From an optimization exercise on the open Yosys and OpenROAD flow, aimed at small area, a short achievable clock period and few clock cycles per item; shortcuts taken in it are not production practice. In this exercise RTL edits were held to simulation tests only and were not proved equivalent to the original.

File: design.v
module matrix_mult_3x3(
    input clk,
    input rst,
    input start,
    input [15:0] a00, a01, a02,
    input [15:0] a10, a11, a12,
    input [15:0] a20, a21, a22,
    input [15:0] b00, b01, b02,
    input [15:0] b10, b11, b12,
    input [15:0] b20, b21, b22,
    output reg [31:0] c00, c01, c02,
    output reg [31:0] c10, c11, c12,
    output reg [31:0] c20, c21, c22,
    output reg done,
    output reg busy
);
    reg [2:0] state;
    localparam IDLE = 3'b000;
    localparam COMPUTE = 3'b001;
    localparam DONE = 3'b010;
    always @(posedge clk or posedge rst) begin
        if (rst) begin
            c00 <= 32'h0; c01 <= 32'h0; c02 <= 32'h0;
            c10 <= 32'h0; c11 <= 32'h0; c12 <= 32'h0;
            c20 <= 32'h0; c21 <= 32'h0; c22 <= 32'h0;
            done <= 1'b0;
            busy <= 1'b0;
            state <= IDLE;
        end else begin
            case (state)
                IDLE: begin
                    done <= 1'b0;
                    if (start) begin
                        busy <= 1'b1;
                        state <= COMPUTE;
                    end
                end
                COMPUTE: begin
                    c00 <= a00*b00 + a01*b10 + a02*b20;
                    c01 <= a00*b01 + a01*b11 + a02*b21;
                    c02 <= a00*b02 + a01*b12 + a02*b22;
                    c10 <= a10*b00 + a11*b10 + a12*b20;
                    c11 <= a10*b01 + a11*b11 + a12*b21;
                    c12 <= a10*b02 + a11*b12 + a12*b22;
                    c20 <= a20*b00 + a21*b10 + a22*b20;
                    c21 <= a20*b01 + a21*b11 + a22*b21;
                    c22 <= a20*b02 + a21*b12 + a22*b22;
                    state <= DONE;
                end
                DONE: begin
                    done <= 1'b1;
                    busy <= 1'b0;
                    if (!start) begin
                        state <= IDLE;
                    end
                end
                default: begin
                    state <= IDLE;
                end
            endcase
        end
    end
endmodule
File: run.sh
#!/bin/bash
# synth_recipe.tcl (not shown) runs the flow's synth.tcl, then flattens the netlist and writes it again
# the make line also repeats each setting of config.mk as NAME=value (left out here)
make -C /OpenROAD-flow-scripts/flow DESIGN_CONFIG=/design/flow/config.mk WORK_HOME=/design/flow/orfs CLKGATE_MAP_FILE= SYNTH_SCRIPT=/design/flow/synth_recipe.tcl finish
File: config.mk
export PLATFORM = sky130hd
export DESIGN_NAME = matrix_mult_3x3
export DESIGN_NICKNAME = matrix_mult_3x3
export VERILOG_FILES = /design/flow/design.v
export SDC_FILE = /design/flow/constraint.sdc
export NUM_CORES = 4
export LEC_CHECK = 0
export CAP_MARGIN = 20
export CORE_MARGIN = 2
export CORE_UTILIZATION = 40
export SLEW_MARGIN = 20
File: constraint.sdc
create_clock -name core_clock -period 15.0 [get_ports {clk}]
set_input_delay 3.0000 -clock core_clock [delete_from_list [all_inputs] [get_ports {clk}]]
set_output_delay 3.0000 -clock core_clock [all_outputs]
set_load 0.01 [all_outputs]
==> results.toml <==
[sta]
report.final.slew_viol_count = 0
maxSlewHeadroom = 0.184
rsz0062_at_grt = "no"
worst_pin_slew_ns = 1.21
hold_ws_ns = 0.475
fin_setup_tns_ns = 0
final.setup_skew_ns = 0.0521
setup_viol = 0
fin_crit_sh = 0.801
hold_viol_final = 0
post-route-min-period_ns = 12.01
fmax_mhz = 83.2

[floorplanning]
die_area_um2 = 622000
die_y_um = 789
rows = 288
die_width_um = 789
core-area_um2 = 614000
initial_core_util = 0.401
pin_count = 581

[run]
max-cap-violations = 0

[global_routing]
grt_pass1_vias = 196400
grt_first_pass_wirelength_mm = 1300
grtUsageTotal = 0.285
overflow = 0
antenna_found_initial = 200
grt_max_degree = 96

[route]
drtIter0Drc = 13334
num_vias = 178736
drtAntennaViolNets = 0
drt-wirelength-per-cell_um = 24.8
top_layer_used = "met5"
detail_route.vias_per_cell = 5.09
drt-met1-wl_mm = 329
drtPass1Iterations = 8
dr_wl_met2_mm = 406
drcViolationCount = 0
dr_wl_met3_mm = 79.3
totalWireLength_mm = 869

[worst_setup_path]
crit_required_ns = 15.66
cp_common_cell = "fa_1"
cp-start-kind = "input port"
cp_data_arrival_time_ns = 12.68
reg2reg_depth = 5
max_stage_delay_ns = 0.73
crit_slowest_cell = "buf_2"
critPathTopFamily = "adder cells"
cp_max_fo = 25
crit_type = "input port to register"
crit_path_end_kind = "register"
worst-path-stages = 27
r2r_slack_ns = 11.04
crit_buf_inv = 6

[clock_network]
cts_root_buf = "clkbuf_16"
cts_resized = 0
post-cts-setup-buffers = 0
clock_sinks = 292
numCtsBuffers = 50
cts_tree = "yes"
cts.path.max_buffers = 3
clk_latency_ns = 0.82
htreeDepth = 2
clkTransAtPathRegs_ns = 0.07
postCtsHoldBufs = 0

[placement]
place_area_um2 = 259000
finalWeightedCongestion = 0.982
place_inst = 34781
dp_hpwl_mm = 726
io_buffers = 580

[layout]
drive_gt1_frac = 0.0319
postLayoutCellArea_um2 = 261000
area_delta_synth_final_pct = 5.98
fin_cells = 35100
finalNetCount = 35739

[logic_synthesis]
yosysTopAreaCell = "fa_1"
yosysMostFrequentCell = "inv_1"
async_flop_share = 1.00
synth_edf_count = 0
synth_top_cell_area_share = 0.512
ys_dominant_reg_cell = "dfrtp_1"
ys_ff_latch = 292
yosys_warnings = 1
syn_area_um2 = 246000
synthCells = 27158
synth_area_leaders = "fa_1, ha_1, inv_1"
synth.top_cells.by_count = "inv_1, fa_1, and2_1"
ys_seq_area_frac = 0.0297
synth.distinct_cells = 79
synthesis.nets = 36183
avgSynthCellArea_um2 = 9.07

[min_path]
min_path_cells = 2
hold_class = "register to register"

[outcome]
status = "finished clean"
[cell families after synthesis]
kind of cell | count (synthesis) | synth area share
buf+inv | 9231 | 0.141
fa+ha+maj | 8734 | 0.636
simple gates | 7750 | 0.161
compound gates | 836 | 0.0208
xor+xnor | 302 | 0.0107
flops | 292 | 0.0297
mux | 13 | 0.000549
[registers in the layout (all words and copies together), names as in the netlist]
name,cells
c20,32
done,1
c21,32
c10,32
busy,1
c00,32
c12,32
c22,32
c01,32
c11,32
state,2
c02,32
[through the flow]
step	util	setup WS (ns)
finish	0.425	2.99
global route	0.425	2.75
CTS	0.424	3.09
detailed placement	0.421	2.24
global placement	0.421	2.28
floorplan	-	3.94
[final cells by class]
| cell class | instances | area, um2 |
|---|---|---|
| fillers | 61047 | 353000 |
| clock inverters | 35 | 414 |
| inverters | 7722 | 29000 |
| well taps | 8120 | 10200 |
| repair buffers | 1013 | 7870 |
| flip-flops and latches | 292 | 7310 |
| multi-input cells | 17635 | 204000 |
| diodes | 225 | 563 |
| clock buffers | 58 | 1350 |
[path summary, 6_finish.rpt]
kind / from / end
max: b22[9] / c22[28]$_DFFE_PP0N_
min: c20[7]$_DFFE_PP0N_ / c20[7]$_DFFE_PP0N_
max reg2reg: state[1]$_DFFE_PP0P_ / c21[28]$_DFFE_PP0N_
min reg2reg: c20[7]$_DFFE_PP0N_ / c20[7]$_DFFE_PP0N_
max in group asynchronous: rst / c21[19]$_DFFE_PP0N_
min in group asynchronous: rst / state[0]$_DFFE_PP0P_
[layer usage]
metal,track usage,vias to the layer above
li1,-,75491
met1,0.356,94334
met2,0.466,7178
met3,0.0657,1703
met4,0.142,30
met5,0,-
[placed cells by master, fill, tap and decap left out, drive strengths merged, types with 24 or more instances in the layout]
| cell | n |
|---|---|
| clkbuf | 58 |
| ha | 2434 |
| inv | 7732 |
| and3 | 25 |
| o21ai | 334 |
| xor2 | 111 |
| o21a | 34 |
| nand3 | 43 |
| nor2b | 37 |
| diode | 225 |
| and2 | 4014 |
| clkdlybuf4s50 | 292 |
| buf | 721 |
| a21o | 97 |
| a21oi | 177 |
| nand2b | 42 |
| o31ai | 24 |
| fa | 6300 |
| o21bai | 27 |
| nand2 | 3381 |
| nor2 | 104 |
| dfrtp | 292 |
| xnor2 | 191 |
| nor3 | 27 |
[worst min-delay path, stage by stage (launching register included)]
cell and delay [ns]:
dfrtp_1 0.34, nand2_1 0.05, nand2_1 0.05
Testbench counts, summed over its fixed seeds: cycles 960, items 320.

==> port drivers added, routing unchanged <==
No port has a modelled driver above. Below, the same layout with a new extraction and two added sets of constraints.
Step 1: set_driving_cell puts a clkbuf_16 on clk and a buf_2 on each other input, an assumption about the parent block.
Step 2, shift: input delay + t, output delay - t, t = (earliest + latest rising clock arrival at the registers) / 2. This alone moves slack from input paths to output paths.
Slacks: ideal / step 1 / step 2; pairs: ideal / step 1.
t (ns): 0.917
slack for setup (ns): 2.987 / 3.042 / 2.124
clock arrival spread, ns: 0.052 / 0.053
worst data-port slew with drivers (ns): 0.49
After both steps setup and hold are still met in this run. The setup slack of this run moves by +0.055 ns with the drivers and by -0.863 ns with both steps.
